Context: an optimization exercise on an open-source flow, tuned for small area, a short achievable clock period and few clock cycles. The choices shown serve that exercise and are no tape-out recipe. No run shown here included a check of the RTL's function; only the layout flow was run. Power and IR drop assume default switching activity.

[flow/run.sh]
#!/bin/bash
# synth_recipe.tcl (not shown) runs the flow's synth.tcl, then flattens the netlist and writes it again
# the make line also repeats each setting of config.mk as NAME=value (left out here)
make -C /OpenROAD-flow-scripts/flow DESIGN_CONFIG=/design/flow/config.mk WORK_HOME=/design/flow/orfs CLKGATE_MAP_FILE= SYNTH_SCRIPT=/design/flow/synth_recipe.tcl finish
[flow/config.mk]
export PLATFORM = sky130hd
export DESIGN_NAME = RV32I_Core
export DESIGN_NICKNAME = RV32I_Core
export VERILOG_FILES = /design/flow/design.v
export SDC_FILE = /design/flow/constraint.sdc
export NUM_CORES = 4
export LEC_CHECK = 0
export ABC_CLOCK_PERIOD_IN_PS = 5000
export CAP_MARGIN = 20
export CORE_MARGIN = 2
export CORE_UTILIZATION = 40
export SETUP_SLACK_MARGIN = 3.0
export SLEW_MARGIN = 20
[flow/constraint.sdc]
create_clock -name core_clock -period 8.0 [get_ports {clk}]
set_input_delay 1.6000 -clock core_clock [delete_from_list [all_inputs] [get_ports {clk}]]
set_output_delay 1.6000 -clock core_clock [all_outputs]
set_load 0.01 [all_outputs]
[flow/design.v]
`timescale 1ns / 1ps
module RV32I_Core (
    input  logic        clk,
    input  logic        reset,
    input  logic [31:0] instrCode,
    output logic [31:0] instrMemAddr,
    output logic        dataWe,
    output logic [31:0] dataAddr,
    output logic [31:0] dataWData,
    input  logic [31:0] dataRData,
    output logic        transfer,
    input  logic        ready
);
    localparam logic [6:0] OP_R = 7'b0110011, OP_L = 7'b0000011, OP_I = 7'b0010011,
        OP_S = 7'b0100011, OP_B = 7'b1100011, OP_LU = 7'b0110111, OP_AU = 7'b0010111,
        OP_J = 7'b1101111, OP_JL = 7'b1100111;
    logic [31:0] pc_f;
    logic        v_e;
    logic [31:0] a_e, b_e, imm_e;
    logic [ 4:0] rs1_e, rs2_e, rd_e;
    logic        we_e, ld_e, st_e, br_e, pred_e, jalr_e, useImm_e;
    logic        sub_e, uns_e, s_add_e, s_slt_e, s_xor_e, s_or_e, s_and_e, s_sh_e;
    logic        shl_e, sha_e;
    logic [ 2:0] f3_e;
    logic        v_m, mem_m, pend;
    logic [31:0] res_m, sd_m;
    logic [ 4:0] rd_m;
    logic        we_m, ld_m, st_m;
    wire         m_ld = v_m & ld_m;
    wire         wb_en = v_m & we_m & (~ld_m | ready);
    wire  [31:0] wb_data = ld_m ? dataRData : res_m;
    assign transfer  = pend | mem_m;
    assign dataWe    = st_m;
    assign dataAddr  = res_m;
    assign dataWData = sd_m;
    logic [31:0] rf[1:31];
    always_ff @(posedge clk) begin
        if (wb_en) rf[rd_m] <= wb_data;
    end
    assign instrMemAddr = pc_f;
    wire [6:0] op = instrCode[6:0];
    wire [2:0] f3 = instrCode[14:12];
    wire [4:0] rs1 = instrCode[19:15];
    wire [4:0] rs2 = instrCode[24:20];
    wire [4:0] rd = instrCode[11:7];
    wire is_r = (op == OP_R), is_i = (op == OP_I), is_l = (op == OP_L), is_s = (op == OP_S);
    wire is_b = (op == OP_B), is_lu = (op == OP_LU), is_au = (op == OP_AU);
    wire is_j = (op == OP_J), is_jl = (op == OP_JL);
    logic [31:0] imm;
    always_comb begin
        imm = {{20{instrCode[31]}}, instrCode[31:20]};   
        if (is_i & (f3 == 3'b011)) imm = {20'b0, instrCode[31:20]};   
        if (is_s) imm = {{20{instrCode[31]}}, instrCode[31:25], instrCode[11:7]};
        if (is_b) imm = {{20{instrCode[31]}}, instrCode[7], instrCode[30:25], instrCode[11:8], 1'b0};
        if (is_lu | is_au) imm = {instrCode[31:12], 12'b0};
        if (is_j) imm = {{12{instrCode[31]}}, instrCode[19:12], instrCode[20], instrCode[30:21], 1'b0};
    end
    wire        pred = is_j | (is_b & instrCode[31]);
    wire [31:0] pc4_f = pc_f + 32'd4;
    wire [31:0] tgt_f = pc_f + imm;
    wire [31:0] rd1_raw = (rs1 == 5'd0) ? 32'b0 : rf[rs1];
    wire [31:0] rd2_raw = (rs2 == 5'd0) ? 32'b0 : rf[rs2];
    wire        byp1 = wb_en & (rd_m == rs1);
    wire        byp2 = wb_en & (rd_m == rs2);
    wire [31:0] rd1 = byp1 ? wb_data : rd1_raw;
    wire [31:0] rd2 = byp2 ? wb_data : rd2_raw;
    wire fwdA = v_m & we_m & ~ld_m & (rd_m == rs1_e);
    wire fwdB = v_m & we_m & ~ld_m & (rd_m == rs2_e);
    wire [31:0] a = fwdA ? res_m : a_e;
    wire [31:0] b = fwdB ? res_m : b_e;
    wire [31:0] srcB = useImm_e ? imm_e : b;
    wire [32:0] sum33 = {1'b0, a} + {1'b0, srcB ^ {32{sub_e}}} + {32'b0, sub_e};
    wire [31:0] sum = sum33[31:0];
    wire [31:0] x = a ^ srcB;
    wire        eq = (x == 32'b0);
    wire        lt = (a[31] ^ srcB[31]) ? (uns_e ? srcB[31] : a[31]) : sum[31];
    logic [31:0] a_rev, sh_r, sh_rev;
    always_comb for (int i = 0; i < 32; i++) a_rev[i] = a[31-i];
    wire [31:0] sh_in = shl_e ? a_rev : a;
    wire [32:0] sh_ext = {sha_e & a[31], sh_in};
    assign sh_r = 32'($signed(sh_ext) >>> srcB[4:0]);
    always_comb for (int i = 0; i < 32; i++) sh_rev[i] = sh_r[31-i];
    wire        sh_zero = ~sha_e & (srcB[31:5] != 27'b0);
    wire [31:0] sh = sh_zero ? 32'b0 : (shl_e ? sh_rev : sh_r);
    wire [31:0] alu = ({32{s_add_e}} & sum) | ({32{s_xor_e}} & x) | ({32{s_or_e}} & (a | srcB))
                    | ({32{s_and_e}} & (a & srcB)) | ({32{s_sh_e}} & sh) | {31'b0, s_slt_e & lt};
    logic cond;
    always_comb begin
        case ({f3_e[2], f3_e[0]})
            2'b00: cond = eq;
            2'b01: cond = ~eq;
            2'b10: cond = lt;
            default: cond = ~lt;
        endcase
    end
    wire        redirect = v_e & (jalr_e | (br_e & (cond ^ pred_e)));
    wire [31:0] raddr = jalr_e ? sum : imm_e;
    wire [31:0] res_e = jalr_e ? pc_f : alu;
    wire m_ld_wait = m_ld & ~ready;
    wire bus_busy = (pend | mem_m) & ~ready;
    wire e_mem = v_e & (ld_e | st_e);
    wire ld_use = m_ld & v_e & ((rd_m == rs1_e) | (rd_m == rs2_e));
    wire stall = m_ld_wait | ld_use | (e_mem & bus_busy);
    wire fillA = wb_en & (rd_m == rs1_e);
    wire fillB = wb_en & (rd_m == rs2_e);
    always_ff @(posedge clk, posedge reset) begin
        if (reset) begin
            pc_f  <= 32'b0;
            v_e   <= 1'b0;
            v_m   <= 1'b0;
            mem_m <= 1'b0;
            pend  <= 1'b0;
        end else begin
            pend <= (pend | (v_m & st_m)) & ~ready;
            if (~stall) begin
                pc_f  <= redirect ? raddr : (pred ? tgt_f : pc4_f);
                v_e   <= ~redirect;
                v_m   <= v_e;
                mem_m <= e_mem;
            end else if (~m_ld_wait) begin
                v_m   <= 1'b0;
                mem_m <= 1'b0;
            end
        end
    end
    always_ff @(posedge clk) begin
        if (~stall) begin
            a_e <= (is_lu | is_au | is_j) ? 32'b0 : rd1;
            b_e <= rd2;
            imm_e <= (is_b | is_j | is_au) ? (pred ? pc4_f : tgt_f) : imm;
            rs1_e <= (is_lu | is_au | is_j) ? 5'd0 : rs1;
            rs2_e <= (is_r | is_s | is_b) ? rs2 : 5'd0;
            rd_e <= (is_s | is_b) ? 5'd0 : rd;
            we_e <= ~(is_s | is_b) & (rd != 5'd0);
            ld_e <= is_l;
            st_e <= is_s;
            br_e <= is_b;
            pred_e <= pred;
            jalr_e <= is_jl;
            useImm_e <= ~(is_r | is_b);
            sub_e <= is_b | ((is_r | is_i) & (f3[2:1] == 2'b01)) | (is_r & (f3 == 3'b000) & instrCode[30]);
            uns_e <= is_b ? f3[1] : f3[0];
            s_add_e <= ~(is_r | is_i) | (f3 == 3'b000);
            s_slt_e <= (is_r | is_i) & (f3[2:1] == 2'b01);
            s_xor_e <= (is_r | is_i) & (f3 == 3'b100);
            s_or_e <= (is_r | is_i) & (f3 == 3'b110);
            s_and_e <= (is_r | is_i) & (f3 == 3'b111);
            s_sh_e <= (is_r | is_i) & (f3[1:0] == 2'b01);
            shl_e <= ~f3[2];
            sha_e <= instrCode[30] & f3[2];
            f3_e <= f3;
        end else begin
            if (fillA) a_e <= wb_data;
            if (fillB) b_e <= wb_data;
        end
        if (~m_ld_wait) begin
            rd_m <= rd_e;
            we_m <= we_e;
            ld_m <= ld_e;
            st_m <= st_e;
        end
        res_m <= res_e;
        sd_m <= b;
    end
endmodule
==> results of run 1 <==
[registers in the layout (all words and copies together), names as in the netlist, 2 cells and up]
| signal | flops |
|---|---|
| sd_m | 32 |
| res_m | 32 |
| a_e | 32 |
| rs2_e | 5 |
| rf | 992 |
| rd_e | 5 |
| pc_f | 32 |
| rs1_e | 5 |
| rd_m | 5 |
| imm_e | 32 |
| b_e | 32 |
| f3_e | 2 |
[worst paths after layout]
check	startpoint	to	slack [ns]	cells after the start
min	rd_e[2]	rd_m[2]	0.42	0
min in group asynchronous	reset	pc_f[11]	1.28	3
max in group asynchronous	reset	pend	6.27	3
min reg2reg	rd_e[2]	rd_m[2]	0.42	0
max	useImm_e	pc_f[30]	2.74	17
max reg2reg	useImm_e	pc_f[30]	2.74	17
[through the flow]
stage | hold slack [ns] | cells | util | power [mW]
finish | 0.423 | 7382 | 0.474 | 25.1
CTS | 0.422 | 7338 | 0.469 | 24.6
detailed placement | 0.407 | 6984 | 0.431 | 17.6
floorplan | 0.400 | 4804 | - | 13.9
global route | 0.440 | 7376 | 0.473 | 25.8
global placement | 0.406 | 6978 | 0.430 | 17.6
[routing by layer]
layer	vias up	track usage	routed length (um)
met1	24807	0.378	96900
met5	-	0	96
met4	10	0.178	18500
met3	736	0.0712	26400
met2	3173	0.480	122000
li1	19811	-	-
[repair_timing]
item,CTS,global route
cloned,9,1
setup buffers,92,34
pin swaps,87,64
setup endpoints to repair,92,75
gates resized for setup,219,102
[layout make-up]
cell class | count | area, sq um
fillers | 14530 | 87900
flip-flops and latches | 1230 | 36100
multi-input cells | 3088 | 30900
repair buffers | 456 | 4310
clock buffers | 173 | 3640
well taps | 2204 | 2760
clock inverters | 80 | 820
inverters | 145 | 558
diodes | 6 | 15.0
[power by group through the flow]
stage	logic [mW]	clock network (mW)	registers [mW]
after floorplan	4.68	0	9.19
after global placement	7.91	0	9.67
after detailed placement	7.94	0	9.68
after CTS	8.65	6.37	9.56
after global routing	9.58	6.61	9.61
final	9.17	6.31	9.63
[cell usage after synthesis, drive strengths merged (36+ instances only)]
cell	n	area, sq um
edfxtp	1130	33900
mux4	459	10300
mux2i	366	3660
nand2	272	1020
nor2	265	1010
a21oi	260	1300
clkbuf	228	856
o21ai	155	780
inv	142	533
ha	127	1590
buf	118	529
mux2	118	1330
a211oi	109	818
xnor2	101	892
o211ai	76	571
dfxtp	64	1280
nor3	55	285
a221oi	53	470
a22oi	52	390
nand3	50	250
a21o	45	338
and2	39	244
dfrtp	36	901
[logic make-up after synthesis]
logic type                 Yosys count
adders and majority gates          129
buffers and inverters              491
DFF                               1230
AOI/OAI and AO/OA                 1022
xor gates and xnor gates           136
muxes                              943
and+or+nand+nor                    853
[critical path, delay by kind of cell (launching register included)]
kind	cells	cell delay [ns]
flip-flops	1	0.33
AND/OR/NAND/NOR	2	0.59
XOR/XNOR	2	0.33
adder cells (fa/ha/maj)	1	0.42
AO/OA/AOI/OAI	8	2.18
buffers and inverters	3	0.98
multiplexers	1	0.27
==> impl_metrics.tcl, run 1 <==
set metrics [dict create \
    outcome "finished clean" \
    worstSkewPairLatency_ns 0.81 \
    ys_async_sr_fraction 0.0293 \
    number_of_rows_created_at_floorplan 150 \
    drc 0 \
    cts_sinks 1230 \
    setup_viol_count_final 0 \
    switching_share 0.382 \
    drtAntennaViolNets 0 \
    share_of_power_burned_in_registers 0.383 \
    detailedPlacementHpwl_um 174000 \
    first_global_vias 47014 \
    cts_tree "yes" \
    timing_worst_setup_path_type "flip-flop to flip-flop" \
    highest_attainable_clock_frequency_mhz 190 \
    drt-initial-drc-count 6790 \
    gp_congestion 0.981 \
    layout_common_cells "edfxtp_1 (1,130), mux4_2 (459), mux2i_1 (352)" \
    grt_setup_unrepaired "yes" \
    flow.area_growth_from_synthesis_pct 17.8 \
    dieArea_sq_um 171000 \
    buffer_ports.inserted 164 \
    synth-edff-count 1130 \
    post_synth_and_or_nand_nor_area_fraction 0.0589 \
    die_w_um 414 \
    grtUsageTotal 0.303 \
    mostFrequentLayoutCell "edfxtp_1" \
    clk_transition_reported_paths_ns 0.06 \
    clockRootBuffer "clkbuf_16" \
    drt_wl_total_um 264000 \
    fin_ws_ns 2.74 \
    design_area_sq_um 79100 \
    hold_class "flip-flop to flip-flop" \
    worstMarginPinSlew_ns 1.20 \
    pwr_density_cell_nw_per_um2 317 \
    crit_path_start_kind "flip-flop" \
    cp_cell_sequence "buf_4, clkinvlp_4, buf_6, nor2_1, a31oi_2, xnor2_1, ha_1, nand3_1, o21ai_2, a21o_1, a311oi_4, a2111oi_4, o41a_1, a2111oi_4, xnor2_2, mux2_4, a221o_1" \
    internal_power_mw 15.5 \
    cp-end-kind "flip-flop" \
    slew_headroom 0.178 \
    post-route-min-period_ns 5.26 \
    fin_crit_sh 0.658 \
    yosysWarningCount 1 \
    timing.critical_path.required_ns 8.66 \
    postSynthCellCount 4804 \
    syn_nets 5000 \
    antenna_found_initial 11 \
    floorplan.io_pins 165 \
    compound_gate_portion_of_the_synthesized_area 0.104 \
    synthXorXnorAreaFrac 0.0181 \
    firstDrtPassIters 8 \
    clock_buffer_depth 3 \
    synth_top_flop_cell "edfxtp_1" \
    cts-buffers-inserted 140 \
    synth_seq_area_share 0.538 \
    pwr-share-clk 0.251 \
    switchingPower_mw 9.58 \
    cts.htree.levels 4 \
    yosys.area_share.adder 0.0243 \
    worst_path_max_delay_cell "o41a_1" \
    grt-ovfl-total 0 \
    postCtsHoldBufs 0 \
    power.combinational.fraction 0.365 \
    slew_violations 0 \
    place_worst_setup_slack_ns 1.29 \
    synth_mux_area_frac 0.228 \
    yosys_register_bits 1230 \
    cp_common_cell "a2111oi_4" \
    avgSynthCellArea_sq_um 14.0 \
    fin_worst_skew_ns 0.0533 \
    start_util 0.402 \
    synth_cell_types 97 \
    worst_path_largest_cell_delay_ns 0.50 \
    post_route_cells_drive_above_1_share 0.260 \
    routed_via_density 6.58 \
    hold_viol_final 0 \
    worst_vdd_ir_v 0.000195 \
    final_net_count 5257 \
    post_drt_wl_per_cell_um 35.7 \
    tns_ns 0 \
    grt_pass1_wl_um 362000 \
    dominant_combinational_cell_family_by_area_after_synthesis "multiplexers" \
    p_leak_nw 27.3 \
    critPathMaxFanout 23 \
    grt_start_max_net_pins 81 \
    synthesis.area_sq_um 67200 \
    worst-endpoint-arrival_ns 5.93 \
    placed_area_sq_um 72000 \
    via_count 48537 \
    fp.coreArea_sq_um 167000 \
    drv.max_cap_violation_count 0 \
    die_y_um 414 \
]
==> run 2: changes to the inputs <==
--- a/flow/config.mk
+++ b/flow/config.mk
@@ -5,9 +5,9 @@
 export SDC_FILE = /design/flow/constraint.sdc
 export NUM_CORES = 4
 export LEC_CHECK = 0
-export ABC_CLOCK_PERIOD_IN_PS = 5000
+export ABC_CLOCK_PERIOD_IN_PS = 4000
 export CAP_MARGIN = 20
 export CORE_MARGIN = 2
 export CORE_UTILIZATION = 40
-export SETUP_SLACK_MARGIN = 3.0
+export SETUP_SLACK_MARGIN = 4.0
 export SLEW_MARGIN = 20
==> run 2 against run 1 <==
  * Sequential share of layout area down 2.0 points
  * Utilization up 2.1 points
  * Critical path type unchanged
  * Via count up 1.9%
  * Die area unchanged
  * Synthesized cell count unchanged
  * Cell count up 1.8%
  * Clock-buffer cell count up 8
  * Critical endpoint is now pc_f[19]
  * Routed wire length up 3.8%
  * First-iteration DRC count up 4.9%
  * Global-route usage up 1.1 points
  * Hold slack better by 0.045 ns
==> impl_metrics.tcl, run 2 <==
set metrics [dict create \
    synth_top_flop_cell "edfxtp_1" \
    fin_crit_sh 0.644 \
    worst-endpoint-arrival_ns 5.87 \
    antenna_found_initial 9 \
    via_count 49449 \
    number_of_rows_created_at_floorplan 150 \
    yosysWarningCount 1 \
    setup_viol_count_final 0 \
    grt-ovfl-total 0 \
    synth-edff-count 1130 \
    cts.htree.levels 4 \
    totalPowerFinal_mw 26.6 \
    grt_setup_unrepaired "yes" \
    synth_top_cells_by_count "edfxtp_1 (1,130), mux4_2 (459), mux2i_1 (366), nand2_1 (272), nor2_1 (263)" \
    synth_cell_types 97 \
    cp-end-kind "flip-flop" \
    fin_worst_skew_ns 0.0519 \
    drv.max_cap_violation_count 0 \
    crit_path_start_kind "flip-flop" \
    worstSkewPairLatency_ns 0.82 \
    cts_sinks 1230 \
    drt_wl_total_um 274000 \
    firstDrtPassIters 6 \
    drc 0 \
    buffer_ports.inserted 164 \
    global_route.usage.met3 0.0715 \
    layout_common_cells "edfxtp_1 (1,130), mux4_2 (459), mux2i_1 (330)" \
    die_w_um 414 \
    yosys_register_bits 1230 \
    clock_buffer_depth 3 \
    post_synth_main_area_contributors "edfxtp_1 (51%), mux4_2 (15%), mux2i_1 (5.5%)" \
    highest_attainable_clock_frequency_mhz 194 \
    grt_pass1_wl_um 373000 \
    pwr_density_cell_nw_per_um2 322 \
    routed_via_density 6.58 \
    post-route-min-period_ns 5.15 \
    global_route.usage.met1 0.392 \
    post_drt_wl_per_cell_um 36.4 \
    netlist.area_leader.share 0.505 \
    syn_nets 5000 \
    clockRootBuffer "clkbuf_16" \
    drt-initial-drc-count 7121 \
    largest_register_ff_count 992 \
    global_route.peak_usage_layer "met2" \
    synth.largest_area_cell "edfxtp_1" \
    grt_start_max_net_pins 76 \
    p_leak_nw 28.6 \
    post_route_cells_drive_above_1_share 0.324 \
    slew_headroom 0.184 \
    flow.area_growth_from_synthesis_pct 23.1 \
    gp_congestion 0.996 \
    detailedPlacementHpwl_um 177000 \
    slew_violations 0 \
    start_util 0.402 \
    ys_async_sr_fraction 0.0293 \
    fp.coreArea_sq_um 167000 \
    postSynthCellCount 4804 \
    avgSynthCellArea_sq_um 14.0 \
    synthesis.area_sq_um 67200 \
    synth.most_common_cell "edfxtp_1" \
    dieArea_sq_um 171000 \
    timing.critical_path.required_ns 8.72 \
    max_flop_register "rf" \
    grt_util_met2 0.483 \
    floorplan.io_pins 165 \
    cts-buffers-inserted 137 \
    worstMarginPinSlew_ns 1.22 \
    fillCellCount 14127 \
    synth_seq_area_share 0.538 \
    mostFrequentLayoutCell "edfxtp_1" \
    clk_transition_reported_paths_ns 0.06 \
    die_y_um 414 \
    cts_tree "yes" \
    final_net_count 5391 \
    grtUsageTotal 0.313 \
    drtAntennaViolNets 0 \
    first_global_vias 47529 \
    critPathMaxFanout 18 \
    timing_worst_setup_path_type "flip-flop to flip-flop" \
    outcome "finished clean" \
    hold_viol_final 0 \
    finalHoldWorstSlack_ns 0.468 \
    tns_ns 0 \
    worst_vdd_ir_v 0.000185 \
    hold_class "flip-flop to flip-flop" \
]
-- run 2: timing repair --
action                                  in CTS  in global routing
pin swaps                                  189                119
endpoints found under the setup margin     669                155
cloned                                      16                  7
hold buffers                                 0                  0
buffers inserted                           188                 66
gates resized for setup                    488                197
-- run 2: path summary, 6_finish.rpt --
kind / startpoint / endpoint / slack (ns) / cells after the start
worst max-delay path: rd_m[1] / pc_f[19] / 2.85 / 18
min in group asynchronous: reset / pc_f[7] / 1.22 / 3
max in group asynchronous: reset / pend / 6.35 / 3
worst max register to register: rd_m[1] / pc_f[19] / 2.85 / 18
worst min-delay path: rd_e[0] / rd_m[0] / 0.47 / 0
worst min register to register: rd_e[0] / rd_m[0] / 0.47 / 0
-- run 2: worst max-delay path, cell delays in order, from the launching register on --
cell	delay, ns
edfxtp_1	0.48
buf_6	0.18
xnor2_4	0.18
and3_4	0.35
nand2_4	0.17
mux2i_1	0.47
inv_1	0.28
ha_4	0.30
nor4_4	0.21
nand4_1	0.24
nor3_4	0.35
nor3_2	0.07
a21o_1	0.18
a21oi_2	0.14
or4b_4	0.52
o31ai_4	0.32
buf_8	0.25
o2111ai_1	0.22
o311ai_1	0.16
-- run 2: through the flow --
stage	instance area, sq um	setup slack [ns]	cells	utilization
2_1_floorplan	68000	2.63	4804	-
3_3_place_gp	72200	1.34	6972	0.432
3_5_place_dp	72400	1.34	6980	0.433
4_1_cts	80900	3.00	7433	0.485
5_1_grt	82700	2.82	7510	0.495
6_report	82700	2.85	7513	0.495
-- run 2: final cells by class --
class | instances | area [sq um] | area share
antenna | 4 | 10.0 | 0.000121
clock buffer | 181 | 3670 | 0.0444
clock inverter | 68 | 796 | 0.00962
inverter | 145 | 601 | 0.00726
multi-input combinational | 3094 | 32800 | 0.397
sequential | 1230 | 36100 | 0.437
tap | 2204 | 2760 | 0.0334
timing repair buffer | 584 | 5870 | 0.0710
timing repair inverter | 3 | 18.8 | 0.000227
-- run 2: power by group --
part           switching, mW  internal [mW]
combinational           6.37           4.17
clock                   2.78           3.61
sequential              1.05           8.63
total                   10.2           16.4
-- run 2: layer usage --
layer  vias to the layer above  wire [um]
met3                       825      27400
met5                         -         13
met4                         2      23200
met1                     25234      99000
met2                      3298     124000
li1                      20090          -
-- run 2: cells by family (layout without fill, tap and decap cells) --
| group | after synthesis | count (layout) | share of synthesized area |
|---|---|---|---|
| flip-flops | 1230 | 1230 | 0.538 |
| AND/OR/NAND/NOR | 853 | 863 | 0.0589 |
| buffers and inverters | 491 | 981 | 0.0287 |
| multiplexers | 943 | 944 | 0.228 |
| adder cells (fa/ha/maj) | 129 | 129 | 0.0243 |
| XOR/XNOR | 136 | 136 | 0.0181 |
| other | 0 | 4 | 0 |
| AO/OA/AOI/OAI | 1022 | 1022 | 0.104 |
==> run 3: changes to the inputs <==
--- a/flow/design.v
+++ b/flow/design.v
@@ -1,3 +1,20 @@
+`timescale 1ns / 1ps
+module rf_dec (
+    input  logic [ 4:0] a,
+    output logic [31:1] s
+);
+    always_comb for (int i = 1; i < 32; i++) s[i] = (a == i);
+endmodule
+module rf_sel (
+    input  logic [31:1]        s,
+    input  logic [32*32-1:32]  d,
+    output logic [31:0]        r
+);
+    always_comb begin
+        r = 32'b0;
+        for (int i = 1; i < 32; i++) r = r | ({32{s[i]}} & d[32*i+:32]);
+    end
+endmodule
 `timescale 1ns / 1ps
 module RV32I_Core (
     input  logic        clk,
@@ -22,6 +39,7 @@
     logic        sub_e, uns_e, s_add_e, s_slt_e, s_xor_e, s_or_e, s_and_e, s_sh_e;
     logic        shl_e, sha_e;
     logic [ 2:0] f3_e;
+    logic [ 4:0] rs1_d, rs2_d;
     logic        v_m, mem_m, pend;
     logic [31:0] res_m, sd_m;
     logic [ 4:0] rd_m;
@@ -33,9 +51,9 @@
     assign dataWe    = st_m;
     assign dataAddr  = res_m;
     assign dataWData = sd_m;
-    logic [31:0] rf[1:31];
+    logic [32*32-1:32] rf;   
     always_ff @(posedge clk) begin
-        if (wb_en) rf[rd_m] <= wb_data;
+        for (int i = 1; i < 32; i++) if (wb_en && rd_m == i) rf[32*i+:32] <= wb_data;
     end
     assign instrMemAddr = pc_f;
     wire [6:0] op = instrCode[6:0];
@@ -55,17 +73,22 @@
         if (is_lu | is_au) imm = {instrCode[31:12], 12'b0};
         if (is_j) imm = {{12{instrCode[31]}}, instrCode[19:12], instrCode[20], instrCode[30:21], 1'b0};
     end
+    assign rs1_d = (is_lu | is_au | is_j) ? 5'd0 : rs1;
+    assign rs2_d = (is_r | is_s | is_b) ? rs2 : 5'd0;
     wire        pred = is_j | (is_b & instrCode[31]);
     wire [31:0] pc4_f = pc_f + 32'd4;
     wire [31:0] tgt_f = pc_f + imm;
-    wire [31:0] rd1_raw = (rs1 == 5'd0) ? 32'b0 : rf[rs1];
-    wire [31:0] rd2_raw = (rs2 == 5'd0) ? 32'b0 : rf[rs2];
+    logic [31:1] sel1, sel2;
+    logic [31:0] rd1_raw, rd2_raw;
+    rf_dec u_dec1 (.a(rs1), .s(sel1));
+    rf_dec u_dec2 (.a(rs2), .s(sel2));
+    rf_sel u_sel1 (.s(sel1), .d(rf), .r(rd1_raw));
+    rf_sel u_sel2 (.s(sel2), .d(rf), .r(rd2_raw));
     wire        byp1 = wb_en & (rd_m == rs1);
     wire        byp2 = wb_en & (rd_m == rs2);
     wire [31:0] rd1 = byp1 ? wb_data : rd1_raw;
     wire [31:0] rd2 = byp2 ? wb_data : rd2_raw;
-    wire fwdA = v_m & we_m & ~ld_m & (rd_m == rs1_e);
-    wire fwdB = v_m & we_m & ~ld_m & (rd_m == rs2_e);
+    logic fwdA, fwdB, lduse_e;
     wire [31:0] a = fwdA ? res_m : a_e;
     wire [31:0] b = fwdB ? res_m : b_e;
     wire [31:0] srcB = useImm_e ? imm_e : b;
@@ -99,7 +122,7 @@
     wire m_ld_wait = m_ld & ~ready;
     wire bus_busy = (pend | mem_m) & ~ready;
     wire e_mem = v_e & (ld_e | st_e);
-    wire ld_use = m_ld & v_e & ((rd_m == rs1_e) | (rd_m == rs2_e));
+    wire ld_use = lduse_e;
     wire stall = m_ld_wait | ld_use | (e_mem & bus_busy);
     wire fillA = wb_en & (rd_m == rs1_e);
     wire fillB = wb_en & (rd_m == rs2_e);
@@ -108,10 +131,22 @@
             pc_f  <= 32'b0;
             v_e   <= 1'b0;
             v_m   <= 1'b0;
+            fwdA  <= 1'b0;
+            fwdB  <= 1'b0;
+            lduse_e <= 1'b0;
             mem_m <= 1'b0;
             pend  <= 1'b0;
         end else begin
             pend <= (pend | (v_m & st_m)) & ~ready;
+            if (~stall) begin
+                fwdA  <= v_e & we_e & ~ld_e & (rd_e == rs1_d);
+                fwdB  <= v_e & we_e & ~ld_e & (rd_e == rs2_d);
+                lduse_e <= v_e & ld_e & ~redirect & ((rd_e == rs1_d) | (rd_e == rs2_d)) & (rd_e != 5'd0);
+            end else begin
+                fwdA  <= 1'b0;
+                fwdB  <= 1'b0;
+                lduse_e <= lduse_e & m_ld_wait;
+            end
             if (~stall) begin
                 pc_f  <= redirect ? raddr : (pred ? tgt_f : pc4_f);
                 v_e   <= ~redirect;
@@ -128,8 +163,8 @@
             a_e <= (is_lu | is_au | is_j) ? 32'b0 : rd1;
             b_e <= rd2;
             imm_e <= (is_b | is_j | is_au) ? (pred ? pc4_f : tgt_f) : imm;
-            rs1_e <= (is_lu | is_au | is_j) ? 5'd0 : rs1;
-            rs2_e <= (is_r | is_s | is_b) ? rs2 : 5'd0;
+            rs1_e <= rs1_d;
+            rs2_e <= rs2_d;
             rd_e <= (is_s | is_b) ? 5'd0 : rd;
             we_e <= ~(is_s | is_b) & (rd != 5'd0);
             ld_e <= is_l;
--- a/flow/config.mk
+++ b/flow/config.mk
@@ -5,9 +5,9 @@
 export SDC_FILE = /design/flow/constraint.sdc
 export NUM_CORES = 4
 export LEC_CHECK = 0
-export ABC_CLOCK_PERIOD_IN_PS = 4000
 export CAP_MARGIN = 20
 export CORE_MARGIN = 2
 export CORE_UTILIZATION = 40
 export SETUP_SLACK_MARGIN = 4.0
 export SLEW_MARGIN = 20
+export SYNTH_HIERARCHICAL = 1
==> run 3 against run 2 <==
  * Clock skew down 0.014 ns
  * Cell area down 8.1%
  * Sequential power up 7%
  * Die area down 7.4%
  * Fmax up 14%
  * Global-route usage about the same
  * Setup slack better by 0.65 ns
  * Sequential cell count up 3
==> impl_metrics.tcl, run 3 <==
set metrics [dict create \
    outcome "finished clean" \
    final_net_count 5446 \
    worstSkewPairLatency_ns 0.79 \
    critPathMaxFanout 5 \
    share_of_power_burned_in_registers 0.358 \
    tns_ns 0 \
    setup_viol_count_final 0 \
    start_util 0.403 \
    yosys_register_bits 1233 \
    postCtsHoldBufs 0 \
    totalPowerFinal_mw 29.0 \
    power.combinational.fraction 0.435 \
    hold_class "flip-flop to flip-flop" \
    pwr-share-clk 0.207 \
    p_leak_nw 26.0 \
    synth.most_common_cell "edfxtp_1" \
    drc 0 \
    fin_crit_sh 0.563 \
    slew_headroom 0.280 \
    largest_register_ff_count 992 \
    gp_congestion 0.986 \
    buffer_ports.inserted 164 \
    clockRootBuffer "clkbuf_16" \
    worst-endpoint-arrival_ns 5.04 \
    cts_sinks 1233 \
    die_y_um 398 \
    first_global_vias 47601 \
    reg2reg_start "fwdB" \
    switching_share 0.401 \
    antenna_found_initial 16 \
    pwr_density_cell_nw_per_um2 382 \
    switchingPower_mw 11.6 \
    r2r_slack_ns 3.54 \
    layout_common_cells "edfxtp_1 (1,130), a22oi_1 (782), buf_4 (293)" \
    synth.largest_area_cell "edfxtp_1" \
    timing.critical_path.required_ns 8.54 \
    firstDrtPassIters 9 \
    crit_path_end "imm_e[12]" \
    hold_viol_final 0 \
    netlist.area_leader.share 0.546 \
    die_w_um 398 \
    floorplan.io_pins 165 \
    grt_pass1_wl_um 355000 \
    synth_cell_types 87 \
    grtUsageTotal 0.313 \
    grt_start_max_net_pins 70 \
    number_of_rows_created_at_floorplan 144 \
    clock_buffer_depth 3 \
    cts-buffers-inserted 134 \
    slew_violations 0 \
    mostFrequentLayoutCell "edfxtp_1" \
    grt-ovfl-total 0 \
    drt_wl_total_um 256000 \
    via_count 50166 \
    drtAntennaViolNets 0 \
    r2r_endpoint "pc_f[2]" \
    postSynthCellCount 4901 \
    timing.reg2reg.worst_path_depth 21 \
    internal_power_mw 17.4 \
    max_flop_register "rf" \
    dieArea_sq_um 158000 \
    flow.area_growth_from_synthesis_pct 22.4 \
    worst_vdd_ir_v 0.000244 \
    yosysWarningCount 9 \
    synth_top_flop_cell "edfxtp_1" \
    startpoint "instrCode[2]" \
    cts.htree.levels 4 \
    grt_setup_unrepaired "yes" \
    post_route_cells_drive_above_1_share 0.233 \
    crit_path_start_kind "input pin" \
    routed_via_density 6.78 \
    avgSynthCellArea_sq_um 12.7 \
    synthesis.area_sq_um 62100 \
    fin_worst_skew_ns 0.0376 \
    detailedPlacementHpwl_um 165000 \
    syn_nets 5097 \
    timing_worst_setup_path_type "input pin to flip-flop" \
    drv.max_cap_violation_count 0 \
    post-route-min-period_ns 4.50 \
    synth-edff-count 1130 \
    cts_tree "yes" \
    worstMarginPinSlew_ns 1.08 \
    drt-initial-drc-count 7482 \
    clk_transition_reported_paths_ns 0.06 \
    post_synth_main_area_contributors "edfxtp_1 (55%), a22oi_1 (9.5%), mux2i_1 (2.8%)" \
    highest_attainable_clock_frequency_mhz 222 \
    ys_async_sr_fraction 0.0316 \
    fp.coreArea_sq_um 154000 \
    synth_top_cells_by_count "edfxtp_1 (1,130), a22oi_1 (789), clkbuf_1 (277), nor2_1 (255), nand2_1 (231)" \
    post_drt_wl_per_cell_um 34.6 \
    cp-end-kind "flip-flop" \
    synth_seq_area_share 0.583 \
]
## run 3: cell types whose count changed after synthesis, sizes merged, moves of 62 or more
| cell | previous run | this run |
|---|---|---|
| a22oi | 52 | 789 |
| mux4 | 459 | 35 |
| mux2i | 366 | 175 |
| nand3 | 50 | 179 |
| a21oi | 260 | 139 |
| nand4 | 26 | 146 |
| a211oi | 109 | 31 |
| a222oi | 0 | 66 |
| a22o | 9 | 71 |
| or4 | 5 | 67 |
## run 3: repair_timing
action,CTS,global route
cloned,13,3
resized for setup,393,209
endpoints found under the hold margin,0,0
pin swaps,139,126
endpoints found under the setup margin,163,130
buffers inserted,148,75
## run 3: worst min path at each step
stage	from	endpoint	cells past startpoint
finish	st_e	st_m	0
global route	st_e	st_m	0
CTS	st_e	st_m	0
detailed placement	st_e	st_m	0
global placement	st_e	st_m	0
floorplan	st_e	st_m	0
## run 3: stage by stage
stage	hold WS [ns]	std cells	cell area [sq um]	setup slack, ns	util
6_report	0.465	7401	76000	3.50	0.493
5_1_grt	0.470	7397	76000	3.33	0.493
4_1_cts	0.466	7319	74400	3.50	0.483
3_5_place_dp	0.459	6919	67100	1.49	0.436
3_3_place_gp	0.445	6919	67100	1.55	0.436
2_1_floorplan	0.421	4901	62800	2.87	-
## run 3: area by class of cell
class	count	area, sq um
Fill cell	13290	78000
Sequential cell	1233	36200
Clock inverter	62	572
Timing Repair Buffer	549	5380
Timing Repair inverter	1	5.00
Tap cell	2044	2560
Inverter	112	430
Antenna cell	4	10.0
Clock buffer	177	3580
Multi-Input combinational cell	3219	27300
## run 3: power groups by stage
stage	combinational, mW	sequential (mW)	clock [mW]
floorplan	6.11	9.95	0
CTS	11.5	10.3	6.05
finish	12.6	10.4	6.00
global route	13.2	10.4	6.29
global placement	10.1	10.4	0
detailed placement	10.1	10.4	0
## run 3: per-layer routing
layer	global-route usage	vias to the layer above	routed length (um)
li1	-	20659	-
met1	0.402	25134	92900
met2	0.477	3562	113000
met3	0.0794	801	31500
met4	0.186	10	18000
met5	0	-	79
## run 3: cell families after synthesis
kind of cell               Yosys count  synth area share
AOI/OAI and AO/OA                 1551             0.192
DFF                               1233             0.583
and+or+nand+nor                   1067            0.0865
buffers and inverters              452            0.0304
muxes                              327            0.0622
xor gates and xnor gates           142            0.0200
adders and majority gates          129            0.0262
## run 3: modules after synthesis, one instance, submodules excluded
module / cells inside / area, sq um / copies in the design / flip-flops and latches
RV32I_Core: 3343 / 51000 / 1 / 1233
rf_dec: 46 / 218 / 2 / 0
rf_sel: 733 / 5340 / 2 / 0
## run 3: critical path, cell delays in order
cell and delay, ns:
buf_8 0.10, nor2_4 0.11, nand3_4 0.11, nor3b_4 0.25
buf_6 0.15, buf_6 0.10, mux2i_4 0.24, nor2_2 0.05
ha_2 0.19, fa_2 0.39, a211oi_4 0.25, nor2_4 0.09
o211ai_1 0.21, buf_4 0.15, nand2b_1 0.05, a21o_1 0.16
a21o_1 0.17, a21oi_2 0.14, xor2_1 0.21, a21oi_1 0.10
a21o_1 0.18
==> run 4: changes to the inputs <==
--- a/flow/config.mk
+++ b/flow/config.mk
@@ -7,7 +7,7 @@
 export LEC_CHECK = 0
 export CAP_MARGIN = 20
 export CORE_MARGIN = 2
-export CORE_UTILIZATION = 40
-export SETUP_SLACK_MARGIN = 4.0
+export CORE_UTILIZATION = 50
+export SETUP_SLACK_MARGIN = 3.5
 export SLEW_MARGIN = 20
 export SYNTH_HIERARCHICAL = 1
==> run 4 against run 3 <==
  * Critical path depth fell by 12
  * Fmax fell by 3.2%
  * Sequential cell count stayed put
  * Register-to-register slack got worse by 0.08 ns
  * Clock-buffer cell count is 5 lower
  * Combinational power down 6%
  * Die area decreased by 20%
  * Synthesized cell count unchanged
  * Total power down 2.4%
  * Largest cell class unchanged
==> impl_metrics.tcl, run 4 <==
set metrics [dict create \
    outcome "finished clean" \
    buffer_ports.inserted 164 \
    drt-initial-drc-count 9152 \
    grt-ovfl-total 0 \
    worst_path_max_delay_cell "or4_1" \
    finalNonFillerCells 6888 \
    cts.htree.levels 4 \
    drtAntennaViolNets 0 \
    hold_viol_final 0 \
    first_global_vias 46504 \
    dp.cells 6522 \
    totalPowerFinal_mw 28.3 \
    postSynthCellCount 4901 \
    grt_setup_unrepaired "yes" \
    clock_buffer_depth 3 \
    avgSynthCellArea_sq_um 12.7 \
    clockRootBuffer "clkbuf_16" \
    crit_path_start_kind "input pin" \
    worst-endpoint-arrival_ns 5.14 \
    yosysWarningCount 9 \
    clk_transition_reported_paths_ns 0.06 \
    worstMarginPinSlew_ns 1.24 \
    drv.max_cap_violation_count 0 \
    final_net_count 5339 \
    max_flop_register "rf" \
    timing.critical_path.required_ns 8.49 \
    hold_class "flip-flop to flip-flop" \
    grt_pass1_wl_um 356000 \
    post_route_cells_drive_above_1_share 0.200 \
    slew_violations 0 \
    antenna_found_initial 19 \
    start_util 0.503 \
    syn_nets 5097 \
    mostFrequentLayoutCell "edfxtp_1" \
    synth_cell_types 87 \
    post_drt_wl_per_cell_um 38.0 \
    number_of_rows_created_at_floorplan 129 \
    fp.coreArea_sq_um 123000 \
    pwr_density_cell_nw_per_um2 385 \
    postCtsHoldBufs 0 \
    dieArea_sq_um 127000 \
    cts-buffers-inserted 134 \
    slew_headroom 0.175 \
    drt_wl_total_um 261000 \
    cp-end-kind "flip-flop" \
    drc 0 \
    worst_vdd_ir_v 0.000444 \
    synth.most_common_cell "edfxtp_1" \
    ys_async_sr_fraction 0.0316 \
    critPathMaxFanout 28 \
    p_leak_nw 25.2 \
    post_synth_main_area_contributors "edfxtp_1 (55%), a22oi_1 (9.5%), mux2i_1 (2.8%)" \
    worst_path_largest_cell_delay_ns 0.55 \
    fillCellCount 9890 \
    synth-edff-count 1130 \
    yosys_register_bits 1233 \
    grtUsageTotal 0.399 \
    cts_tree "yes" \
    compound_gate_portion_of_the_synthesized_area 0.192 \
    netlist.area_leader.share 0.546 \
    setup_viol_count_final 0 \
    synth_top_flop_cell "edfxtp_1" \
    post_synth_and_or_nand_nor_area_fraction 0.0865 \
    timing_worst_setup_path_type "input pin to flip-flop" \
    tns_ns 0 \
    via_count 50636 \
    largest_register_ff_count 992 \
    firstDrtPassIters 7 \
    yosys.area_share.adder 0.0262 \
    floorplan.io_pins 165 \
    cts_sinks 1233 \
    synthXorXnorAreaFrac 0.0200 \
    synth_seq_area_share 0.583 \
    fin_crit_sh 0.581 \
    flow.area_growth_from_synthesis_pct 18.4 \
    highest_attainable_clock_frequency_mhz 215 \
    routed_via_density 7.35 \
    worstSkewPairLatency_ns 0.81 \
    synthesis.area_sq_um 62100 \
    synth_mux_area_frac 0.0622 \
    cp_cell_sequence "clkdlybuf4s15_1, nand2b_2, nor2_2, buf_4, a222oi_1, nand3_1, or4_1, mux2i_1, nor2_1" \
    post-route-min-period_ns 4.65 \
    gp_congestion 1.01 \
    die_w_um 356 \
    synth_top_cells_by_count "edfxtp_1 (1,130), a22oi_1 (789), clkbuf_1 (277), nor2_1 (255), nand2_1 (231)" \
    die_y_um 356 \
    fin_worst_skew_ns 0.0578 \
    detailedPlacementHpwl_um 173000 \
    grt_start_max_net_pins 71 \
    dominant_combinational_cell_family_by_area_after_synthesis "compound AO/OA/AOI/OAI gates" \
    layout_common_cells "edfxtp_1 (1,130), a22oi_1 (788), buf_4 (242)" \
    synth.largest_area_cell "edfxtp_1" \
]
run 4: cell families (layout without fill, tap and decap cells):
group                      after synthesis  after routing
buffers and inverters                  452            796
xor gates and xnor gates               142            142
DFF                                   1233           1233
adders and majority gates              129            129
other                                    0              6
and+or+nand+nor                       1067           1067
AOI/OAI and AO/OA                     1551           1551
muxes                                  327            327
run 4: metal layers:
metal | up-vias | wire length, um | global-route usage
met5 | - | 194 | 0.00148
met4 | 24 | 16800 | 0.220
met3 | 842 | 36000 | 0.127
met2 | 4049 | 111000 | 0.578
met1 | 25271 | 97200 | 0.532
li1 | 20450 | - | -
run 4: Yosys stat by module, one instance, submodules excluded:
module,flops+latches,cells,times used
RV32I_Core,1233,3343,1
rf_sel,0,733,2
rf_dec,0,46,2
run 4: path summary, 6_finish.rpt:
| kind | depth (start not counted) | slack, ns | startpoint | end |
|---|---|---|---|---|
| hold reg to reg | 0 | 0.46 | we_e | we_m |
| min in group asynchronous | 3 | 1.28 | reset | pc_f[0] |
| setup reg to reg | 18 | 3.46 | fwdB | pc_f[30] |
| setup / recovery | 9 | 3.35 | instrCode[18] | a_e[11] |
| hold / removal | 0 | 0.46 | we_e | we_m |
| max in group asynchronous | 3 | 6.23 | reset | fwdA |
run 4: critical path, delay by kind of cell:
family	cells	cell delay, ns
simple gates	5	1.63
buf+inv	2	0.88
compound gates	1	0.49
mux	1	0.49
run 4: stage by stage:
step	hold WS (ns)	cell area (sq um)	setup slack [ns]	utilization
floorplan	0.421	62500	2.87	-
global placement	0.434	66600	1.46	0.539
detailed placement	0.438	66600	1.39	0.539
CTS	0.454	72400	3.45	0.586
global route	0.463	73500	3.33	0.595
finish	0.455	73500	3.35	0.596
run 4: final cells by class:
cell class | instances | area, sq um | share of cell area
Timing Repair inverter | 1 | 5.00 | 0.0000681
Antenna cell | 6 | 15.0 | 0.000204
Sequential cell | 1233 | 36200 | 0.492
Multi-Input combinational cell | 3216 | 26500 | 0.360
Inverter | 112 | 425 | 0.00578
Tap cell | 1637 | 2050 | 0.0279
Clock inverter | 66 | 621 | 0.00844
Clock buffer | 172 | 3600 | 0.0489
Timing Repair Buffer | 445 | 4160 | 0.0565
run 4: where the power goes:
group / switching, mW / total (mW) / internal (mW)
registers: 1.05 / 10.4 / 9.30
clock network: 2.72 / 6.04 / 3.32
logic: 7.79 / 11.9 / 4.15
run 4: timing repair:
item	CTS	global route
buffers inserted	72	39
setup endpoints to repair	140	73
resized for setup	217	168
pin swaps	44	74
cloned	5	6
==> run 5: changes to the inputs <==
--- a/flow/design.v
+++ b/flow/design.v
@@ -61,9 +61,15 @@
     wire [4:0] rs1 = instrCode[19:15];
     wire [4:0] rs2 = instrCode[24:20];
     wire [4:0] rd = instrCode[11:7];
-    wire is_r = (op == OP_R), is_i = (op == OP_I), is_l = (op == OP_L), is_s = (op == OP_S);
-    wire is_b = (op == OP_B), is_lu = (op == OP_LU), is_au = (op == OP_AU);
-    wire is_j = (op == OP_J), is_jl = (op == OP_JL);
+    wire is_r  = ~op[6] & op[5] & op[4] & ~op[2];
+    wire is_i  = ~op[6] & ~op[5] & op[4] & ~op[2];
+    wire is_l  = ~op[6] & ~op[5] & ~op[4] & ~op[2];
+    wire is_s  = ~op[6] & op[5] & ~op[4] & ~op[2];
+    wire is_b  = op[6] & ~op[2];
+    wire is_lu = ~op[6] & op[5] & op[2];
+    wire is_au = ~op[6] & ~op[5] & op[2];
+    wire is_j  = op[6] & op[3];
+    wire is_jl = op[6] & op[2] & ~op[3];
     logic [31:0] imm;
     always_comb begin
         imm = {{20{instrCode[31]}}, instrCode[31:20]};   
@@ -77,7 +83,9 @@
     assign rs2_d = (is_r | is_s | is_b) ? rs2 : 5'd0;
     wire        pred = is_j | (is_b & instrCode[31]);
     wire [31:0] pc4_f = pc_f + 32'd4;
-    wire [31:0] tgt_f = pc_f + imm;
+    wire [31:0] imm_bj = op[3] ? {{12{instrCode[31]}}, instrCode[19:12], instrCode[20], instrCode[30:21], 1'b0}
+                               : {{20{instrCode[31]}}, instrCode[7], instrCode[30:25], instrCode[11:8], 1'b0};
+    wire [31:0] tgt_f = pc_f + imm_bj;
     logic [31:1] sel1, sel2;
     logic [31:0] rd1_raw, rd2_raw;
     rf_dec u_dec1 (.a(rs1), .s(sel1));
@@ -86,11 +94,13 @@
     rf_sel u_sel2 (.s(sel2), .d(rf), .r(rd2_raw));
     wire        byp1 = wb_en & (rd_m == rs1);
     wire        byp2 = wb_en & (rd_m == rs2);
-    wire [31:0] rd1 = byp1 ? wb_data : rd1_raw;
-    wire [31:0] rd2 = byp2 ? wb_data : rd2_raw;
-    logic fwdA, fwdB, lduse_e;
-    wire [31:0] a = fwdA ? res_m : a_e;
-    wire [31:0] b = fwdB ? res_m : b_e;
+    wire        fwd1 = v_e & we_e & ~ld_e & (rd_e == rs1);
+    wire        fwd2 = v_e & we_e & ~ld_e & (rd_e == rs2);
+    wire [31:0] rd1 = fwd1 ? res_e : (byp1 ? wb_data : rd1_raw);
+    wire [31:0] rd2 = fwd2 ? res_e : (byp2 ? wb_data : rd2_raw);
+    logic lduse_e;
+    wire [31:0] a = a_e;
+    wire [31:0] b = b_e;
     wire [31:0] srcB = useImm_e ? imm_e : b;
     wire [32:0] sum33 = {1'b0, a} + {1'b0, srcB ^ {32{sub_e}}} + {32'b0, sub_e};
     wire [31:0] sum = sum33[31:0];
@@ -131,22 +141,13 @@
             pc_f  <= 32'b0;
             v_e   <= 1'b0;
             v_m   <= 1'b0;
-            fwdA  <= 1'b0;
-            fwdB  <= 1'b0;
             lduse_e <= 1'b0;
             mem_m <= 1'b0;
             pend  <= 1'b0;
         end else begin
             pend <= (pend | (v_m & st_m)) & ~ready;
-            if (~stall) begin
-                fwdA  <= v_e & we_e & ~ld_e & (rd_e == rs1_d);
-                fwdB  <= v_e & we_e & ~ld_e & (rd_e == rs2_d);
-                lduse_e <= v_e & ld_e & ~redirect & ((rd_e == rs1_d) | (rd_e == rs2_d)) & (rd_e != 5'd0);
-            end else begin
-                fwdA  <= 1'b0;
-                fwdB  <= 1'b0;
-                lduse_e <= lduse_e & m_ld_wait;
-            end
+            if (~stall) lduse_e <= v_e & ld_e & ((rd_e == rs1_d) | (rd_e == rs2_d)) & (rd_e != 5'd0);
+            else lduse_e <= lduse_e & m_ld_wait;
             if (~stall) begin
                 pc_f  <= redirect ? raddr : (pred ? tgt_f : pc4_f);
                 v_e   <= ~redirect;
@@ -160,9 +161,9 @@
     end
     always_ff @(posedge clk) begin
         if (~stall) begin
-            a_e <= (is_lu | is_au | is_j) ? 32'b0 : rd1;
+            a_e <= (is_lu | is_j) ? 32'b0 : (is_au ? pc_f : rd1);
             b_e <= rd2;
-            imm_e <= (is_b | is_j | is_au) ? (pred ? pc4_f : tgt_f) : imm;
+            imm_e <= (is_b | is_j) ? (pred ? pc4_f : tgt_f) : imm;
             rs1_e <= rs1_d;
             rs2_e <= rs2_d;
             rd_e <= (is_s | is_b) ? 5'd0 : rd;
--- a/flow/config.mk
+++ b/flow/config.mk
@@ -8,6 +8,6 @@
 export CAP_MARGIN = 20
 export CORE_MARGIN = 2
 export CORE_UTILIZATION = 50
-export SETUP_SLACK_MARGIN = 3.5
+export SETUP_SLACK_MARGIN = 4.0
 export SLEW_MARGIN = 20
 export SYNTH_HIERARCHICAL = 1
==> run 5 against run 4 <==
  * Setup slack gained 0.33 ns
  * Synthesized cell count increased by 4.6%
  * Cell count grew 5.1%
  * Sequential share of layout area shrank 2.4 points
  * Fmax grew 7.7%
  * Critical path depth is 9 higher
  * Hold slack lost 0.018 ns
  * Sequential cell count is 2 lower
  * Global-route usage increased by 1.1 points
  * Via count is 4.8% higher
  * Critical path type is now flip-flop to flip-flop
  * Largest cell class unchanged
  * Largest power group unchanged
==> impl_metrics.tcl, run 5 <==
set metrics [dict create \
    outcome "finished clean" \
    dominant_combinational_cell_family_by_area_after_synthesis "compound AO/OA/AOI/OAI gates" \
    synth_mux_area_frac 0.0405 \
    worst-endpoint-arrival_ns 5.03 \
    flow.area_growth_from_synthesis_pct 22.9 \
    grt_pass1_wl_um 371000 \
    synth_cell_types 97 \
    pwr_density_cell_nw_per_um2 430 \
    cts-buffers-inserted 136 \
    critPathMaxFanout 13 \
    buffer_ports.inserted 162 \
    pwr-share-clk 0.187 \
    grt_start_max_net_pins 89 \
    fp.coreArea_sq_um 124000 \
    r2r_slack_ns 3.68 \
    setup_viol_count_final 0 \
    clk_transition_reported_paths_ns 0.06 \
    drt_wl_total_um 273000 \
    finalHoldWorstSlack_ns 0.437 \
    dp.cells 6701 \
    synth_top_flop_cell "edfxtp_1" \
    netlist.area_leader.share 0.541 \
    max_flop_register "rf" \
    grtUsageTotal 0.410 \
    synth-edff-count 1130 \
    routed_via_density 7.33 \
    hold_path_end "sd_m[2]" \
    worst_vdd_ir_v 0.000271 \
    drc 0 \
    post_synth_and_or_nand_nor_area_fraction 0.0926 \
    fin_worst_skew_ns 0.0464 \
    yosys.area_share.adder 0.0256 \
    first_global_vias 49211 \
    switching_share 0.433 \
    compound_gate_portion_of_the_synthesized_area 0.211 \
    p_leak_nw 26.3 \
    drtAntennaViolNets 0 \
    post-route-min-period_ns 4.32 \
    die_y_um 358 \
    gp_congestion 1.02 \
    synth_seq_area_share 0.576 \
    yosysWarningCount 9 \
    post_drt_wl_per_cell_um 37.7 \
    number_of_rows_created_at_floorplan 129 \
    slew_violations 0 \
    clockRootBuffer "clkbuf_16" \
    timing.reg2reg.worst_path_depth 18 \
    firstDrtPassIters 8 \
    design_area_sq_um 77100 \
    die_w_um 358 \
    highest_attainable_clock_frequency_mhz 232 \
    fillCellCount 9731 \
    final_net_count 5678 \
    switchingPower_mw 14.4 \
    drv.max_cap_violation_count 0 \
    dieArea_sq_um 128000 \
    grt-ovfl-total 0 \
    cts_sinks 1231 \
    layout_common_cells "edfxtp_1 (1,130), a22oi_1 (782), buf_4 (320)" \
    synth.most_common_cell "edfxtp_1" \
    min_path_cells 0 \
    cts_tree "yes" \
    power.combinational.fraction 0.496 \
    slew_headroom 0.262 \
    avgSynthCellArea_sq_um 12.2 \
    hold_path_startpoint "b_e[2]" \
    worstMarginPinSlew_ns 1.10 \
    share_of_power_burned_in_registers 0.318 \
    post_route_cells_drive_above_1_share 0.236 \
    via_count 53049 \
    cts.htree.levels 4 \
    tns_ns 0 \
    postSynthCellCount 5127 \
    start_util 0.506 \
    final_core_util 0.621 \
    timing.critical_path.required_ns 8.71 \
    drt-initial-drc-count 8904 \
    syn_nets 5321 \
    synthesis.area_sq_um 62800 \
    placed_area_sq_um 66800 \
    synth.largest_area_cell "edfxtp_1" \
    detailedPlacementHpwl_um 175000 \
    fin_crit_sh 0.540 \
    cp-end-kind "flip-flop" \
    clock_buffer_depth 3 \
    antenna_found_initial 20 \
    internal_power_mw 18.8 \
    postCtsHoldBufs 0 \
    timing_worst_setup_path_type "flip-flop to flip-flop" \
    worstSkewPairLatency_ns 0.80 \
    reg2reg_start "useImm_e" \
    finalNonFillerCells 7236 \
    yosys_register_bits 1231 \
    largest_register_ff_count 992 \
    hold_class "flip-flop to flip-flop" \
    synthXorXnorAreaFrac 0.0205 \
    post_synth_main_area_contributors "edfxtp_1 (54%), a22oi_1 (9.5%), ha_1 (2.5%)" \
    floorplan.io_pins 165 \
    mostFrequentLayoutCell "edfxtp_1" \
    crit_path_start_kind "flip-flop" \
    hold_viol_final 0 \
    r2r_endpoint "pc_f[23]" \
    grt_setup_unrepaired "yes" \
    synth_top_cells_by_count "edfxtp_1 (1,130), a22oi_1 (794), clkbuf_1 (305), nor2_1 (253), nand2_1 (251)" \
    ys_async_sr_fraction 0.0301 \
]
==> run 5: changes by cell type after synthesis, moves of 27 or more <==
cell	delta
clkbuf_1	+28
a221o_1	+27
a21oi_1	+47
mux2i_1	-39
o21ai_0	+32
mux2_2	-48
==> run 5: how the worst max path moves through the flow <==
stage                             start        to  slack [ns]  cells past startpoint
after CTS                      useImm_e   b_e[19]        3.83                     16
after global routing           useImm_e   pc_f[6]        3.63                     19
after global placement    instrCode[17]    a_e[0]        2.22                      9
after floorplan            instrCode[3]  pc_f[21]        3.69                     16
after detailed placement  instrCode[17]    a_e[0]        2.20                      9
final                          useImm_e  pc_f[23]        3.68                     18
==> run 5: logic make-up (layout without fill, tap and decap cells) <==
logic type                 Yosys count  in the layout
DFF                               1231           1231
muxes                              223            223
adders and majority gates          127            127
xor gates and xnor gates           145            145
buffers and inverters              509            970
and+or+nand+nor                   1147           1149
AOI/OAI and AO/OA                 1745           1745
other                                0              9
==> run 5: repair_timing <==
item / CTS / global route
gates resized for setup: 494 / 263
setup endpoints to repair: 152 / 186
gates cloned: 11 / 6
hold endpoints to repair: 0 / 0
pin swaps: 143 / 131
setup buffers: 152 / 112
==> run 5: Yosys stat by module (local to each module, per instance) <==
module	cells	area [sq um]	times used	flip-flops and latches
RV32I_Core	3569	51600	1	1231
rf_sel	733	5340	2	0
rf_dec	46	218	2	0
==> run 5: stage by stage <==
step	power [mW]	worst slack, ns
2_1_floorplan	17.0	3.69
3_3_place_gp	22.4	2.22
3_5_place_dp	22.5	2.20
4_1_cts	31.0	3.83
5_1_grt	33.9	3.63
6_report	33.2	3.68
==> run 5: power by group through the flow <==
| stage | clock [mW] | sequential [mW] | combinational, mW |
|---|---|---|---|
| finish | 6.20 | 10.5 | 16.4 |
| floorplan | 0 | 9.83 | 7.12 |
| CTS | 6.21 | 10.4 | 14.4 |
| detailed placement | 0 | 10.5 | 12.0 |
| global route | 6.47 | 10.5 | 16.9 |
| global placement | 0 | 10.5 | 11.9 |
==> run 5: worst max-delay path, stage by stage, from the launching register on <==
cell and delay [ns]:
edfxtp_1 0.38, buf_4 0.18, bufbuf_16 0.33, mux2i_4 0.43, buf_4 0.20, ha_1 0.24, nor4_2 0.20, nand4_1 0.23
nor3_4 0.28, nor3_1 0.10, a21oi_1 0.14, o21ai_0 0.10, a41o_1 0.30, o21a_2 0.25, buf_12 0.14, buf_16 0.14
buf_4 0.14, a2111oi_2 0.30, a2111o_1 0.14
==> run 5: routing by layer <==
layer | global-route usage | wire length (um) | vias up
li1 | - | - | 21628
met1 | 0.521 | 97200 | 26351
met2 | 0.629 | 121000 | 4102
met3 | 0.106 | 33700 | 950
met4 | 0.254 | 20800 | 18
met5 | 0 | 111 | -
==> run 5: area by class of cell <==
cell class	instances	area, sq um	area share
Antenna cell	9	22.5	0.000292
Clock buffer	174	3680	0.0477
Clock inverter	70	683	0.00886
Inverter	124	499	0.00647
Multi-Input combinational cell	3389	28100	0.364
Sequential cell	1231	36100	0.469
Tap cell	1637	2050	0.0266
Timing Repair Buffer	599	5950	0.0771
Timing Repair inverter	3	20.0	0.000260
==> run 6: changes to the inputs <==
--- a/flow/config.mk
+++ b/flow/config.mk
@@ -8,6 +8,6 @@
 export CAP_MARGIN = 20
 export CORE_MARGIN = 2
 export CORE_UTILIZATION = 50
-export SETUP_SLACK_MARGIN = 4.0
+export SETUP_SLACK_MARGIN = 3.0
 export SLEW_MARGIN = 20
 export SYNTH_HIERARCHICAL = 1
==> run 6 against run 5 <==
  * Still clean
  * Critical path depth is 5 lower
  * Sequential cell count is the same
  * Global-route usage down 1.3 points
  * Total power fell by 12%
  * Critical path type unchanged
  * Largest power group unchanged
  * Highest routed layer unchanged
==> impl_metrics.tcl, run 6 <==
set metrics [dict create \
    outcome "finished clean" \
    grt-ovfl-total 0 \
    detailroute.wirelength.met3_um 30900 \
    synth.largest_area_cell "edfxtp_1" \
    timing.critical_path.required_ns 8.47 \
    cts.htree.levels 4 \
    design_area_sq_um 71100 \
    dominant_combinational_cell_family_by_area_after_synthesis "compound AO/OA/AOI/OAI gates" \
    grt_pass1_wl_um 358000 \
    wl_met1_um 95200 \
    clockRootBuffer "clkbuf_16" \
    syn_nets 5321 \
    clock_buffer_depth 3 \
    buffer_ports.inserted 162 \
    routed_via_density 7.28 \
    synth.most_common_cell "edfxtp_1" \
    worstSkewPairLatency_ns 0.80 \
    p_leak_nw 24.0 \
    number_of_rows_created_at_floorplan 129 \
    synth_seq_area_share 0.576 \
    synth_top_flop_cell "edfxtp_1" \
    fp.coreArea_sq_um 124000 \
    drt_wl_total_um 259000 \
    grt_setup_unrepaired "no" \
    flow.area_growth_from_synthesis_pct 13.3 \
    r2r_slack_ns 2.87 \
    post-route-min-period_ns 5.13 \
    final_net_count 5396 \
    grt_start_max_net_pins 74 \
    synth_mux_area_frac 0.0405 \
    crit_path_start_kind "flip-flop" \
    firstDrtPassIters 11 \
    fillCellCount 10173 \
    slew_headroom 0.200 \
    post_route_cells_drive_above_1_share 0.127 \
    synthXorXnorAreaFrac 0.0205 \
    post_synth_main_area_contributors "edfxtp_1 (54%), a22oi_1 (9.5%), ha_1 (2.5%)" \
    synth_cell_types 97 \
    postSynthCellCount 5127 \
    first_global_vias 46966 \
    drtAntennaViolNets 0 \
    drc 0 \
    cpLargestDelayFamily "compound AO/OA/AOI/OAI gates" \
    min_path_cells 0 \
    clk_transition_reported_paths_ns 0.06 \
    synthesis.area_sq_um 62800 \
    largest_register_ff_count 992 \
    start_util 0.506 \
    worst_vdd_ir_v 0.000341 \
    antenna_found_initial 22 \
    timing.reg2reg.worst_path_depth 13 \
    pwr_density_cell_nw_per_um2 411 \
    floorplan.io_pins 165 \
    cts_tree "yes" \
    mostFrequentLayoutCell "edfxtp_1" \
    avgSynthCellArea_sq_um 12.2 \
    worstMarginPinSlew_ns 1.19 \
    via_count 50585 \
    worst_path_max_delay_cell "a221oi_1" \
    reg2reg_start "useImm_e" \
    fin_worst_skew_ns 0.0449 \
    r2r_endpoint "b_e[19]" \
    finalNonFillerCells 6945 \
    timing_worst_setup_path_type "flip-flop to flip-flop" \
    fin_crit_sh 0.641 \
    placed_area_sq_um 66500 \
    post_synth_and_or_nand_nor_area_fraction 0.0926 \
    critPathMaxFanout 27 \
    detailedPlacementHpwl_um 172000 \
    drv.max_cap_violation_count 0 \
    highest_attainable_clock_frequency_mhz 195 \
    layout_common_cells "edfxtp_1 (1,130), a22oi_1 (794), nand2_1 (250)" \
    cp_common_cell "mux2i_1" \
    netlist.area_leader.share 0.541 \
    max_flop_register "rf" \
    yosys_register_bits 1231 \
    synth-edff-count 1130 \
    hold_path_startpoint "b_e[3]" \
    grtUsageTotal 0.396 \
    worst_path_largest_cell_delay_ns 0.83 \
    hold_viol_final 0 \
    yosys.area_share.adder 0.0256 \
    dp.cells 6697 \
    top_layer_used_by_detailed_routing "met5" \
    gp_congestion 1.01 \
    hold_class "flip-flop to flip-flop" \
    die_y_um 358 \
    critPathBufInv 3 \
    drt-initial-drc-count 8371 \
    cp_cell_sequence "buf_6, mux2i_4, buf_6, inv_2, mux2i_1, mux2i_1, mux2i_1, mux2i_1, a21oi_1, a221oi_1, a22oi_1, o22ai_1, a22oi_1" \
    slew_violations 0 \
    setup_viol_count_final 0 \
    cts_sinks 1231 \
    hold_path_end "sd_m[3]" \
    yosysWarningCount 9 \
    cts-buffers-inserted 134 \
    post_drt_wl_per_cell_um 37.3 \
    compound_gate_portion_of_the_synthesized_area 0.211 \
    worst-endpoint-arrival_ns 5.60 \
    tns_ns 0 \
    final_core_util 0.573 \
    synth_top_cells_by_count "edfxtp_1 (1,130), a22oi_1 (794), clkbuf_1 (305), nor2_1 (253), nand2_1 (251)" \
    totalPowerFinal_mw 29.2 \
    die_w_um 358 \
    dr_wl_met2_um 115000 \
    cp-end-kind "flip-flop" \
    ys_async_sr_fraction 0.0301 \
    dieArea_sq_um 128000 \
]
run 6: cell counts after synthesis:
No cell type changed its count.
run 6: repair_timing:
action                                  4_1_cts  5_1_grt
gates resized for setup                      24       34
hold endpoints to repair                      0        0
cloned                                        1        0
hold buffers                                  0        0
endpoints found under the setup margin       57       80
setup buffers                                 2        2
pin swaps                                     2        2
run 6: worst max-delay path by stage:
stage	endpoint	depth (start not counted)	from
after floorplan	b_e[3]	8	ready
after global placement	pc_f[27]	15	instrCode[3]
after detailed placement	pc_f[27]	15	instrCode[3]
after CTS	a_e[20]	15	useImm_e
after global routing	a_e[20]	16	useImm_e
final	b_e[19]	13	useImm_e
run 6: modules after synthesis, one instance, submodules excluded:
module	cell area, sq um	cells inside	copies in the design
RV32I_Core	51600	3569	1
rf_sel	5340	733	2
rf_dec	218	46	2
run 6: power breakdown:
| part | leakage, nW | switching, mW | internal, mW |
|---|---|---|---|
| sequential | 11.4 | 1.32 | 9.15 |
| combinational | 10.6 | 8.70 | 3.94 |
| clock | 2.07 | 2.65 | 3.46 |
| total | 24.0 | 12.7 | 16.6 |
run 6: layer usage:
metal  global-route usage  vias to the layer above
met5                    0                        -
met4                0.235                        6
met3               0.0963                      689
met2                0.605                     3595
met1                0.515                    25267
li1                     -                    21028
run 6: per-stage QoR:
| step | hold WS (ns) | worst slack [ns] |
|---|---|---|
| after global placement | 0.432 | 1.96 |
| after CTS | 0.440 | 2.82 |
| final | 0.436 | 2.87 |
| after floorplan | 0.347 | 3.08 |
| after detailed placement | 0.430 | 1.92 |
| after global routing | 0.445 | 2.94 |
run 6: cell families after synthesis:
family                     count (synthesis)
buffers and inverters                    509
and+or+nand+nor                         1147
DFF                                     1231
xor gates and xnor gates                 145
muxes                                    223
adders and majority gates                127
AOI/OAI and AO/OA                       1745
run 6: final cells by class:
class,instances,area [sq um],area share
Multi-Input combinational cell,3387,25300,0.355
Sequential cell,1231,36100,0.508
Clock inverter,56,554,0.00780
Timing Repair inverter,1,5.00,0.0000704
Inverter,124,475,0.00669
Timing Repair Buffer,323,2870,0.0404
Clock buffer,180,3710,0.0521
Tap cell,1637,2050,0.0288
Antenna cell,6,15.0,0.000211

-- port drivers added, routing unchanged --
No port has a modelled driver above. Below, the same layouts with a new extraction and two added sets of constraints. Step 1 assumes that a clkbuf_16 drives the clock port and a buf_2 every other input. Step 2 moves the port delays by t, midway between the first and last clock arrival at a register: inputs arrive t later, outputs are due t later. That takes back most of the time a late clock gives input paths. a / b / c = ideal ports / drivers / drivers and shift; a / b = the first two.
run	t (ns)	setup slack, ns	hold slack, ns	worst data-port slew with drivers (ns)	cell pins on the clock port's net
run 1	0.859	2.737 / 2.737 / 2.233	0.423 / 0.423 / 0.423	0.09	1
run 2	0.886	2.849 / 2.849 / 2.314	0.468 / 0.468 / 0.468	0.09	1
run 3	0.855	3.500 / 3.535 / 2.680	0.465 / 0.465 / 0.465	0.06	1
run 4	0.864	3.353 / 3.387 / 2.523	0.455 / 0.455 / 0.455	0.07	1
run 5	0.861	3.683 / 3.683 / 3.002	0.437 / 0.437 / 0.437	0.06	1
run 6	0.860	2.872 / 2.872 / 2.347	0.436 / 0.436 / 0.436	0.05	1
After both steps setup and hold are still met in every run listed. For run 4, which loses most, drivers alone change the setup slack by +0.034 ns; drivers and shift together by -0.830 ns.
